What follows belongs to an exercise in optimizing a design on an open flow for small area and a short achievable clock period; a production flow would make more cautious choices.
Where RTL was checked, it was by simulation tests only, not by an equivalence proof against the original.
Power is estimated from default activity; no workload was simulated.

==> inputs of branch cedar <==
Design user_logic, start of the top module:
module user_logic
(
  S_Dir,
  S_Step,
  S_Enable,
  E_Min,
  E_Max,
  E_Probe,
  A_Step,
  A_Load,
  Bus2IP_Clk,
  Bus2IP_Reset,
  Bus2IP_Addr,
  Bus2IP_CS,
  Bus2IP_RNW,
  Bus2IP_Data,
  Bus2IP_BE,
  Bus2IP_RdCE,
  Bus2IP_WrCE,
  IP2Bus_Data,
  IP2Bus_RdAck,
  IP2Bus_WrAck,
  IP2Bus_Error,
  IP2Bus_IntrEvent
);
Settings: LEC_CHECK=0, CAP_MARGIN=20, CORE_MARGIN=2, CORE_UTILIZATION=40, CTS_BUF_LIST=sky130_fd_sc_hd__clkbuf_16, CTS_CLUSTER_DIAMETER=80, CTS_CLUSTER_SIZE=20, SETUP_SLACK_MARGIN=4.5, SLEW_MARGIN=20, TNS_END_PERCENT=0, PRE_IO_PLACEMENT_TCL=/design/flow/flow/io.tcl; clock period 10.0 ns.
standard.sh (not shown) runs the stock make flow with config.mk's settings and CLKGATE_MAP_FILE= SYNTH_SCRIPT=/design/flow/synth_recipe.tcl, a recipe that flattens the netlist after the stock synthesis.
==> flow/flow/run.sh <==
#!/bin/bash
# Standard layout, with the read path's ports constrained to one edge before
# pin placement.
set -euo pipefail
echo "export PRE_IO_PLACEMENT_TCL = $PWD/flow/io.tcl" >> config.mk
bash standard.sh > standard_flow.log 2>&1
==> flow/flow/io.tcl <==
# Keep the read path's ports (RdCE in, data and RdAck out) together on the top edge.
set grp {}
foreach p [get_ports {IP2Bus_Data* Bus2IP_RdCE* IP2Bus_RdAck}] { lappend grp [get_full_name $p] }
set_io_pin_constraint -pin_names $grp -region top:*
==> branch raven (differences from branch cedar) <==
--- a/flow/design.v
+++ b/flow/design.v
@@ -9,51 +9,27 @@
     output reg stopped,
     output step_stb,
     output done,
     output last
     );
 reg [31:0] dt_limit;
 reg [31:0] steps_limit;
-reg        dt_one;		 
-reg        dt_hit;		 
-reg        st_hit;		 
-wire dt_val_one = (dt_val == 32'd1);
-wire steps_val_one = (steps_val == 32'd1);
-wire [31:0] dt_inc, steps_inc;
-inc_split i_dt (.a(dt), .s(dt_inc));
-inc_split i_steps (.a(steps), .s(steps_inc));
-wire [30:0] dt_h, steps_h;
-inc31_split i_dt2 (.a(dt[31:1]), .s(dt_h));
-inc31_split i_steps2 (.a(steps[31:1]), .s(steps_h));
-wire [31:0] dt_inc2 = {dt_h, dt[0]};
-wire [31:0] steps_inc2 = {steps_h, steps[0]};
 always @(posedge clk)
-	begin
-		if (load)
-			begin
-				dt_limit <= dt_val;
-				steps_limit <= steps_val;
-				dt_one <= dt_val_one;
-			end
-		if (load)
-			begin
-				dt_hit <= dt_val_one;
-				st_hit <= steps_val_one;
-			end
-		else if (dt_hit)
-			begin
-				dt_hit <= dt_one;
-				st_hit <= (steps_inc2 == steps_limit);
-			end
-		else
-			dt_hit <= (dt_inc2 == dt_limit);
-	end
+	if (load)
+		begin
+			dt_limit <= dt_val;
+			steps_limit <= steps_val;
+		end
+wire [31:0] dt_inc = dt + 32'd1;
+wire [31:0] steps_inc = steps + 32'd1;
+wire dt_hit = (dt_inc == dt_limit);
+wire steps_hit = (steps_inc == steps_limit);
 assign step_stb = ~stopped & dt_hit;
-assign last = dt_hit & st_hit;
-assign done = step_stb & st_hit;
+assign last = dt_hit & steps_hit;
+assign done = step_stb & steps_hit;
 always @(posedge clk)
 	begin
 		if (reset | load | stopped)
 			begin
 				dt <= 0;
 				steps <= 0;
 			end
@@ -63,28 +39,14 @@
 				steps <= steps_inc;
 			end
 		else
 			dt <= dt_inc;
 		stopped <= reset | (~load & (stopped | last));
 	end
 endmodule
-module inc31_split (
-    input [30:0] a,
-    output [30:0] s
-    );
-reg [31:0] c;
-integer i;
-always @(*)
-	begin
-		c[0] = 1'b1;
-		for (i = 0; i < 31; i = i + 1)
-			c[i+1] = (i == 15) ? &a[15:0] : (a[i] & c[i]);
-	end
-assign s = a ^ c[30:0];
-endmodule
 module acc_profile_gen(
     input clk,
     input reset,
     input acc_step,
     input load,
     input set_x,
     input set_v,
@@ -98,44 +60,17 @@
     output reg [63:0] x,
     output reg [31:0] v,
     output reg [31:0] a,
     output reg [31:0] j,
     output reg step,
     output reg dir
 );
-wire [31:0] xl_sum;
-wire [31:0] xl_c;	 
-wire        c32;
-add_bk #(.N(32)) add_x (.a(x[31:0]), .b(v), .s(xl_sum), .c(xl_c), .co(c32));
-wire [31:0] xh = x[63:32];
-wire        inc = c32 & ~v[31];
-wire        dec = ~c32 & v[31];
-reg  [31:0] ones, zeros;	 
-integer i;
-always @(*)
-	for (i = 0; i < 32; i = i + 1)
-		begin
-			ones[i] = &(xh | ({32{1'b1}} << i));
-			zeros[i] = ~|(xh & ~({32{1'b1}} << i));
-		end
-wire [31:0] xh_inc = xh ^ ones;
-wire [31:0] xh_dec = xh ^ zeros;
-wire [31:0] xh_acc = inc ? xh_inc : (dec ? xh_dec : xh);
-wire [63:0] x_acc = {xh_acc, xl_sum};
-wire [4:0] sb = step_bit[4:0];
-wire v_sb = v[sb];
-wire c_sb = xl_c[sb];
-wire chg_lo = v_sb ^ c_sb;
-wire one_sb = ones[sb];
-wire zero_sb = zeros[sb];
-wire chg_hi = (inc & one_sb) | (dec & zero_sb);
-wire chg = step_bit[5] ? chg_hi : chg_lo;
-wire [31:0] va_sum, aj_sum;
-add_bk #(.N(32)) add_v (.a(v), .b(a), .s(va_sum), .c(), .co());
-add_bk #(.N(32)) add_a (.a(a), .b(j), .s(aj_sum), .c(), .co());
+wire [63:0] x_acc = x + {{32{v[31]}}, v};
+wire [63:0] x_chg = x ^ x_acc;
+wire chg = x_chg[step_bit];
 wire ld_x = load & set_x;
 wire v_pos = ~v[31] & (|v[30:0]);
 always @(posedge clk)
 	begin
 		if (reset)
 			x <= 0;
 		else if (ld_x)
@@ -146,133 +81,70 @@
 			v <= 0;
 		else if (load)
 			begin
 				if (set_v)
 					v <= v_val;
 			end
 		else if (acc_step)
-			v <= va_sum;
+			v <= v + a;
 		if (reset)
 			a <= 0;
 		else if (load)
 			begin
 				if (set_a)
 					a <= a_val;
 			end
 		else if (acc_step)
-			a <= aj_sum;
+			a <= a + j;
 		if (reset)
 			j <= 0;
 		else if (load & set_j)
 			j <= j_val;
 		step <= ~reset & ~ld_x & chg;
 		if (reset | ld_x)
 			dir <= 0;
 		else if (chg)
 			dir <= v_pos;
 	end
 endmodule
-module add_bk #(parameter N = 32) (
-    input [N-1:0] a,
-    input [N-1:0] b,
-    output [N-1:0] s,
-    output [N-1:0] c,
-    output co
-    );
-wire [N-1:0] p = a ^ b;
-reg [N-1:0] G, P;
-integer lv, k, d;
-always @(*)
-	begin
-		G = a & b;
-		P = p;
-		for (d = 1; d < N; d = d * 2)
-			for (k = 2*d - 1; k < N; k = k + 2*d)
-				begin
-					G[k] = G[k] | (P[k] & G[k-d]);
-					P[k] = P[k] & P[k-d];
-				end
-		for (d = N/4; d >= 1; d = d / 2)
-			for (k = 3*d - 1; k < N; k = k + 2*d)
-				begin
-					G[k] = G[k] | (P[k] & G[k-d]);
-					P[k] = P[k] & P[k-d];
-				end
-	end
-assign c = {G[N-2:0], 1'b0};
-assign s = p ^ c;
-assign co = G[N-1];
-endmodule
 module motor_step_gen(
     input clk,
     input reset,
     input [31:0] pre_n,
     input [31:0] pulse_n,
     input [31:0] post_n,
     input step_stb,
     input step_dir,
     output reg step,
     output reg dir,
     output reg missed
     );
 reg [31:0] cnt;
 wire idle = (cnt == 0);
-wire lt_pre, lt_pulse, lt_post;
-lt_cmp c_pre (.a(cnt), .b(pre_n), .lt(lt_pre));
-lt_cmp c_pulse (.a(cnt), .b(pulse_n), .lt(lt_pulse));
-lt_cmp c_post (.a(cnt), .b(post_n), .lt(lt_post));
-wire [31:0] cnt_inc;
-inc_split c_inc (.a(cnt), .s(cnt_inc));
+wire lt_pre = cnt < pre_n;
+wire lt_pulse = cnt < pulse_n;
+wire lt_post = cnt < post_n;
 always @(posedge clk)
 	begin
 		if (reset)
 			cnt <= 0;
 		else if (idle)
 			cnt <= {31'd0, step_stb};
 		else if (lt_pre | lt_pulse | lt_post)
-			cnt <= cnt_inc;
+			cnt <= cnt + 32'd1;
 		else
 			cnt <= 0;
 		if (reset)
 			dir <= 0;
 		else if (idle & step_stb)
 			dir <= step_dir;
 		step <= ~reset & ~idle & ~lt_pre & lt_pulse;
 		missed <= ~reset & ~idle & step_stb;
 	end
 endmodule
-module lt_cmp (
-    input [31:0] a,
-    input [31:0] b,
-    output lt
-    );
-reg c;
-integer i;
-always @(*)
-	begin
-		c = 1'b0;
-		for (i = 0; i < 32; i = i + 1)
-			c = (~a[i] & b[i]) | (~a[i] & c) | (b[i] & c);
-	end
-assign lt = c;
-endmodule
-module inc_split (
-    input [31:0] a,
-    output [31:0] s
-    );
-reg [32:0] c;
-integer i;
-always @(*)
-	begin
-		c[0] = 1'b1;
-		for (i = 0; i < 32; i = i + 1)
-			c[i+1] = (i == 15) ? &a[15:0] : (a[i] & c[i]);
-	end
-assign s = a ^ c[31:0];
-endmodule
 module bus_reg(
     input clk,
     input [3:0] en,
     input [31:0] wd,
     output reg [31:0] q
     );
 always @(posedge clk)
@@ -363,21 +235,19 @@
   bus_reg r_steps (.clk(clk), .en(rst4 | ({4{Bus2IP_WrCE[7]}}  & be)), .wd(wd), .q(reg_next_steps));
   bus_reg r_pre   (.clk(clk), .en(rst4 | ({4{Bus2IP_WrCE[8]}}  & be)), .wd(wd), .q(reg_pre_n));
   bus_reg r_pulse (.clk(clk), .en(rst4 | ({4{Bus2IP_WrCE[9]}}  & be)), .wd(wd), .q(reg_pulse_n));
   bus_reg r_post  (.clk(clk), .en(rst4 | ({4{Bus2IP_WrCE[10]}} & be)), .wd(wd), .q(reg_post_n));
   bus_reg r_sbit  (.clk(clk), .en(rst4 | ({4{Bus2IP_WrCE[11]}} & be)), .wd(wd), .q(reg_step_bit));
   bus_reg r_stopd (.clk(clk), .en(rst4 | ({4{Bus2IP_WrCE[27]}} & be)), .wd(wd), .q(reg_stop_delay));
   bus_reg r_probd (.clk(clk), .en(rst4 | ({4{Bus2IP_WrCE[28]}} & be)), .wd(wd), .q(reg_probe_delay));
-  wire [31:0] missed_inc;
-  inc_split i_missed (.a(stat_missed_steps), .s(missed_inc));
   always @(posedge clk)
     if (rst | Bus2IP_WrCE[26])
       stat_missed_steps <= 0;
     else if (missed)
-      stat_missed_steps <= missed_inc;
+      stat_missed_steps <= stat_missed_steps + 32'd1;
   wire [0:31] rd = Bus2IP_RdCE;
   always @(*)
     IP2Bus_Data = ({32{rd[0]}}  & reg_cmd)
                 | ({32{rd[1]}}  & reg_next_xl)
                 | ({32{rd[2]}}  & reg_next_xh)
                 | ({32{rd[3]}}  & reg_next_v)
                 | ({32{rd[4]}}  & reg_next_a)
==> flow/run.sh (new file) <==
#!/bin/bash
# synth_recipe.tcl (not shown) runs the flow's synth.tcl, then flattens the netlist and writes it again
# the make line also repeats each setting of config.mk as NAME=value (left out here)
make -C /OpenROAD-flow-scripts/flow DESIGN_CONFIG=/design/flow/config.mk WORK_HOME=/design/flow/orfs CLKGATE_MAP_FILE= SYNTH_SCRIPT=/design/flow/synth_recipe.tcl finish
==> flow/config.mk (replaced) <==
export PLATFORM = sky130hd
export DESIGN_NAME = user_logic
export DESIGN_NICKNAME = user_logic
export VERILOG_FILES = /design/flow/design.v
export SDC_FILE = /design/flow/constraint.sdc
export NUM_CORES = 4
export LEC_CHECK = 0
export CAP_MARGIN = 20
export CORE_MARGIN = 2
export CORE_UTILIZATION = 40
export SETUP_SLACK_MARGIN = 4.5
export SLEW_MARGIN = 20
removed: flow/flow/run.sh
removed: flow/flow/io.tcl
removed: flow/standard.sh
==> branch harbor (differences from branch cedar) <==
--- a/flow/design.v
+++ b/flow/design.v
@@ -9,51 +9,27 @@
     output reg stopped,
     output step_stb,
     output done,
     output last
     );
 reg [31:0] dt_limit;
 reg [31:0] steps_limit;
-reg        dt_one;		 
-reg        dt_hit;		 
-reg        st_hit;		 
-wire dt_val_one = (dt_val == 32'd1);
-wire steps_val_one = (steps_val == 32'd1);
-wire [31:0] dt_inc, steps_inc;
-inc_split i_dt (.a(dt), .s(dt_inc));
-inc_split i_steps (.a(steps), .s(steps_inc));
-wire [30:0] dt_h, steps_h;
-inc31_split i_dt2 (.a(dt[31:1]), .s(dt_h));
-inc31_split i_steps2 (.a(steps[31:1]), .s(steps_h));
-wire [31:0] dt_inc2 = {dt_h, dt[0]};
-wire [31:0] steps_inc2 = {steps_h, steps[0]};
 always @(posedge clk)
-	begin
-		if (load)
-			begin
-				dt_limit <= dt_val;
-				steps_limit <= steps_val;
-				dt_one <= dt_val_one;
-			end
-		if (load)
-			begin
-				dt_hit <= dt_val_one;
-				st_hit <= steps_val_one;
-			end
-		else if (dt_hit)
-			begin
-				dt_hit <= dt_one;
-				st_hit <= (steps_inc2 == steps_limit);
-			end
-		else
-			dt_hit <= (dt_inc2 == dt_limit);
-	end
+	if (load)
+		begin
+			dt_limit <= dt_val;
+			steps_limit <= steps_val;
+		end
+wire [31:0] dt_inc = dt + 32'd1;
+wire [31:0] steps_inc = steps + 32'd1;
+wire dt_hit = (dt_inc == dt_limit);
+wire steps_hit = (steps_inc == steps_limit);
 assign step_stb = ~stopped & dt_hit;
-assign last = dt_hit & st_hit;
-assign done = step_stb & st_hit;
+assign last = dt_hit & steps_hit;
+assign done = step_stb & steps_hit;
 always @(posedge clk)
 	begin
 		if (reset | load | stopped)
 			begin
 				dt <= 0;
 				steps <= 0;
 			end
@@ -63,28 +39,14 @@
 				steps <= steps_inc;
 			end
 		else
 			dt <= dt_inc;
 		stopped <= reset | (~load & (stopped | last));
 	end
 endmodule
-module inc31_split (
-    input [30:0] a,
-    output [30:0] s
-    );
-reg [31:0] c;
-integer i;
-always @(*)
-	begin
-		c[0] = 1'b1;
-		for (i = 0; i < 31; i = i + 1)
-			c[i+1] = (i == 15) ? &a[15:0] : (a[i] & c[i]);
-	end
-assign s = a ^ c[30:0];
-endmodule
 module acc_profile_gen(
     input clk,
     input reset,
     input acc_step,
     input load,
     input set_x,
     input set_v,
@@ -98,44 +60,17 @@
     output reg [63:0] x,
     output reg [31:0] v,
     output reg [31:0] a,
     output reg [31:0] j,
     output reg step,
     output reg dir
 );
-wire [31:0] xl_sum;
-wire [31:0] xl_c;	 
-wire        c32;
-add_bk #(.N(32)) add_x (.a(x[31:0]), .b(v), .s(xl_sum), .c(xl_c), .co(c32));
-wire [31:0] xh = x[63:32];
-wire        inc = c32 & ~v[31];
-wire        dec = ~c32 & v[31];
-reg  [31:0] ones, zeros;	 
-integer i;
-always @(*)
-	for (i = 0; i < 32; i = i + 1)
-		begin
-			ones[i] = &(xh | ({32{1'b1}} << i));
-			zeros[i] = ~|(xh & ~({32{1'b1}} << i));
-		end
-wire [31:0] xh_inc = xh ^ ones;
-wire [31:0] xh_dec = xh ^ zeros;
-wire [31:0] xh_acc = inc ? xh_inc : (dec ? xh_dec : xh);
-wire [63:0] x_acc = {xh_acc, xl_sum};
-wire [4:0] sb = step_bit[4:0];
-wire v_sb = v[sb];
-wire c_sb = xl_c[sb];
-wire chg_lo = v_sb ^ c_sb;
-wire one_sb = ones[sb];
-wire zero_sb = zeros[sb];
-wire chg_hi = (inc & one_sb) | (dec & zero_sb);
-wire chg = step_bit[5] ? chg_hi : chg_lo;
-wire [31:0] va_sum, aj_sum;
-add_bk #(.N(32)) add_v (.a(v), .b(a), .s(va_sum), .c(), .co());
-add_bk #(.N(32)) add_a (.a(a), .b(j), .s(aj_sum), .c(), .co());
+wire [63:0] x_acc = x + {{32{v[31]}}, v};
+wire [63:0] x_chg = x ^ x_acc;
+wire chg = x_chg[step_bit];
 wire ld_x = load & set_x;
 wire v_pos = ~v[31] & (|v[30:0]);
 always @(posedge clk)
 	begin
 		if (reset)
 			x <= 0;
 		else if (ld_x)
@@ -146,133 +81,70 @@
 			v <= 0;
 		else if (load)
 			begin
 				if (set_v)
 					v <= v_val;
 			end
 		else if (acc_step)
-			v <= va_sum;
+			v <= v + a;
 		if (reset)
 			a <= 0;
 		else if (load)
 			begin
 				if (set_a)
 					a <= a_val;
 			end
 		else if (acc_step)
-			a <= aj_sum;
+			a <= a + j;
 		if (reset)
 			j <= 0;
 		else if (load & set_j)
 			j <= j_val;
 		step <= ~reset & ~ld_x & chg;
 		if (reset | ld_x)
 			dir <= 0;
 		else if (chg)
 			dir <= v_pos;
 	end
 endmodule
-module add_bk #(parameter N = 32) (
-    input [N-1:0] a,
-    input [N-1:0] b,
-    output [N-1:0] s,
-    output [N-1:0] c,
-    output co
-    );
-wire [N-1:0] p = a ^ b;
-reg [N-1:0] G, P;
-integer lv, k, d;
-always @(*)
-	begin
-		G = a & b;
-		P = p;
-		for (d = 1; d < N; d = d * 2)
-			for (k = 2*d - 1; k < N; k = k + 2*d)
-				begin
-					G[k] = G[k] | (P[k] & G[k-d]);
-					P[k] = P[k] & P[k-d];
-				end
-		for (d = N/4; d >= 1; d = d / 2)
-			for (k = 3*d - 1; k < N; k = k + 2*d)
-				begin
-					G[k] = G[k] | (P[k] & G[k-d]);
-					P[k] = P[k] & P[k-d];
-				end
-	end
-assign c = {G[N-2:0], 1'b0};
-assign s = p ^ c;
-assign co = G[N-1];
-endmodule
 module motor_step_gen(
     input clk,
     input reset,
     input [31:0] pre_n,
     input [31:0] pulse_n,
     input [31:0] post_n,
     input step_stb,
     input step_dir,
     output reg step,
     output reg dir,
     output reg missed
     );
 reg [31:0] cnt;
 wire idle = (cnt == 0);
-wire lt_pre, lt_pulse, lt_post;
-lt_cmp c_pre (.a(cnt), .b(pre_n), .lt(lt_pre));
-lt_cmp c_pulse (.a(cnt), .b(pulse_n), .lt(lt_pulse));
-lt_cmp c_post (.a(cnt), .b(post_n), .lt(lt_post));
-wire [31:0] cnt_inc;
-inc_split c_inc (.a(cnt), .s(cnt_inc));
+wire lt_pre = cnt < pre_n;
+wire lt_pulse = cnt < pulse_n;
+wire lt_post = cnt < post_n;
 always @(posedge clk)
 	begin
 		if (reset)
 			cnt <= 0;
 		else if (idle)
 			cnt <= {31'd0, step_stb};
 		else if (lt_pre | lt_pulse | lt_post)
-			cnt <= cnt_inc;
+			cnt <= cnt + 32'd1;
 		else
 			cnt <= 0;
 		if (reset)
 			dir <= 0;
 		else if (idle & step_stb)
 			dir <= step_dir;
 		step <= ~reset & ~idle & ~lt_pre & lt_pulse;
 		missed <= ~reset & ~idle & step_stb;
 	end
 endmodule
-module lt_cmp (
-    input [31:0] a,
-    input [31:0] b,
-    output lt
-    );
-reg c;
-integer i;
-always @(*)
-	begin
-		c = 1'b0;
-		for (i = 0; i < 32; i = i + 1)
-			c = (~a[i] & b[i]) | (~a[i] & c) | (b[i] & c);
-	end
-assign lt = c;
-endmodule
-module inc_split (
-    input [31:0] a,
-    output [31:0] s
-    );
-reg [32:0] c;
-integer i;
-always @(*)
-	begin
-		c[0] = 1'b1;
-		for (i = 0; i < 32; i = i + 1)
-			c[i+1] = (i == 15) ? &a[15:0] : (a[i] & c[i]);
-	end
-assign s = a ^ c[31:0];
-endmodule
 module bus_reg(
     input clk,
     input [3:0] en,
     input [31:0] wd,
     output reg [31:0] q
     );
 always @(posedge clk)
@@ -363,21 +235,19 @@
   bus_reg r_steps (.clk(clk), .en(rst4 | ({4{Bus2IP_WrCE[7]}}  & be)), .wd(wd), .q(reg_next_steps));
   bus_reg r_pre   (.clk(clk), .en(rst4 | ({4{Bus2IP_WrCE[8]}}  & be)), .wd(wd), .q(reg_pre_n));
   bus_reg r_pulse (.clk(clk), .en(rst4 | ({4{Bus2IP_WrCE[9]}}  & be)), .wd(wd), .q(reg_pulse_n));
   bus_reg r_post  (.clk(clk), .en(rst4 | ({4{Bus2IP_WrCE[10]}} & be)), .wd(wd), .q(reg_post_n));
   bus_reg r_sbit  (.clk(clk), .en(rst4 | ({4{Bus2IP_WrCE[11]}} & be)), .wd(wd), .q(reg_step_bit));
   bus_reg r_stopd (.clk(clk), .en(rst4 | ({4{Bus2IP_WrCE[27]}} & be)), .wd(wd), .q(reg_stop_delay));
   bus_reg r_probd (.clk(clk), .en(rst4 | ({4{Bus2IP_WrCE[28]}} & be)), .wd(wd), .q(reg_probe_delay));
-  wire [31:0] missed_inc;
-  inc_split i_missed (.a(stat_missed_steps), .s(missed_inc));
   always @(posedge clk)
     if (rst | Bus2IP_WrCE[26])
       stat_missed_steps <= 0;
     else if (missed)
-      stat_missed_steps <= missed_inc;
+      stat_missed_steps <= stat_missed_steps + 32'd1;
   wire [0:31] rd = Bus2IP_RdCE;
   always @(*)
     IP2Bus_Data = ({32{rd[0]}}  & reg_cmd)
                 | ({32{rd[1]}}  & reg_next_xl)
                 | ({32{rd[2]}}  & reg_next_xh)
                 | ({32{rd[3]}}  & reg_next_v)
                 | ({32{rd[4]}}  & reg_next_a)
==> flow/run.sh (new file) <==
#!/bin/bash
# synth_recipe.tcl (not shown) runs the flow's synth.tcl, then flattens the netlist and writes it again
# the make line also repeats each setting of config.mk as NAME=value (left out here)
make -C /OpenROAD-flow-scripts/flow DESIGN_CONFIG=/design/flow/config.mk WORK_HOME=/design/flow/orfs CLKGATE_MAP_FILE= SYNTH_SCRIPT=/design/flow/synth_recipe.tcl finish
==> flow/config.mk (replaced) <==
export PLATFORM = sky130hd
export DESIGN_NAME = user_logic
export DESIGN_NICKNAME = user_logic
export VERILOG_FILES = /design/flow/design.v
export SDC_FILE = /design/flow/constraint.sdc
export NUM_CORES = 4
export LEC_CHECK = 0
export CAP_MARGIN = 20
export CORE_MARGIN = 2
export CORE_UTILIZATION = 40
export SETUP_SLACK_MARGIN = 3.5
export SLEW_MARGIN = 20
removed: flow/flow/run.sh
removed: flow/flow/io.tcl
removed: flow/standard.sh
==> qor summary <==
|  | branch raven | branch cedar | branch harbor |
|---|---|---|---|
| Outcome | complete, no violations | complete, no violations | complete, no violations |
| Worst EP arrival | 3.74 ns | 3.90 ns | 4.52 ns |
| Met3 routing resource usage after global routing | 0.0904 | 0.0891 | 0.0612 |
| Stage delay of the slowest cell on the critical path | 0.35 ns | 0.39 ns | 0.54 ns |
| Post-CTS setup buffer count | 50 | 11 | 0 |
| Number of clock buffer instances in the layout | 120 | 49 | 120 |
| Detailed Route Iter0 Violations | 6312 | 5352 | 5295 |
| Maximum fanout count along the critical path | 27 | 11 | 33 |
| Clock latency at the later pin of the worst-skew pair | 0.68 ns | 0.65 ns | 0.67 ns |
| Clock slew at the register clock pins of the worst setup and hold paths | 0.06 ns | 0.08 ns | 0.06 ns |
| Number of flip-flops and latches | 806 | 809 | 806 |
| Leading cell category by total area | multi-input gates | registers | multi-input gates |
| Place WS | 3.24 ns | 3.39 ns | 3.24 ns |
| Final critical-path required period | 5.74 ns | 5.90 ns | 6.52 ns |
| Area of the multi-input gates | 23000 um^2 | 19100 um^2 | 22200 um^2 |
| Number of global-route vias before repair | 36000 | 32100 | 35200 |
| Compound-cell area share of the yosys netlist | 0.185 | 0.165 | 0.185 |
| Number of antenna violations at the first check in global routing | 10 | 8 | 5 |
| Met1 Track Usage GR | 0.440 | 0.422 | 0.418 |
| Final Power | 0.00871 W | 0.00738 W | 0.00850 W |
| Switching Fraction | 0.288 | 0.302 | 0.282 |
| Post-Synth XOR/XNOR Area | 0.0737 | 0.0309 | 0.0737 |
| CP max stage cell | sky130_fd_sc_hd__a221oi_2 | sky130_fd_sc_hd__nand4_1 | sky130_fd_sc_hd__clkdlybuf4s50_1 |
The RTL of branch raven and branch harbor was laid out without a check of its function.

[separate check: timing with driven ports]
No port has a modelled driver above. Below, the same layouts with a new extraction and two added sets of constraints.
Step 1 (the two cells are an assumption about what drives the block):
set clk [get_ports {Bus2IP_Clk}]
set_driving_cell -lib_cell sky130_fd_sc_hd__clkbuf_16 $clk
set_driving_cell -lib_cell sky130_fd_sc_hd__buf_2 [delete_from_list [all_inputs] $clk]
Step 2 moves the port delays by t, midway between the first and last clock arrival at a register: inputs arrive t later, outputs are due t later. That takes back most of the time a late clock gives input paths.
Slacks: no drivers / after step 1 / after step 2; pairs: no drivers / after step 1.
| run | t, ns | slack for setup (ns) | hold WS [ns] | slew at the worst register clock pin (ns) | cell pins on the clock port's net |
|---|---|---|---|---|---|
| branch cedar | 0.701 | 4.101 / 4.066 / 4.066 | 0.485 / 0.485 / 0.485 | 0.10 / 0.10 | 1 |
| branch raven | 0.746 | 4.258 / 4.167 / 4.167 | 0.455 / 0.455 / 0.455 | 0.07 / 0.07 | 1 |
| branch harbor | 0.740 | 3.481 / 3.444 / 3.444 | 0.453 / 0.453 / 0.453 | 0.07 / 0.07 | 1 |
After both steps every run listed still meets setup and hold. For branch raven, which loses most, drivers alone change the setup slack by -0.091 ns; drivers and shift together by -0.091 ns.
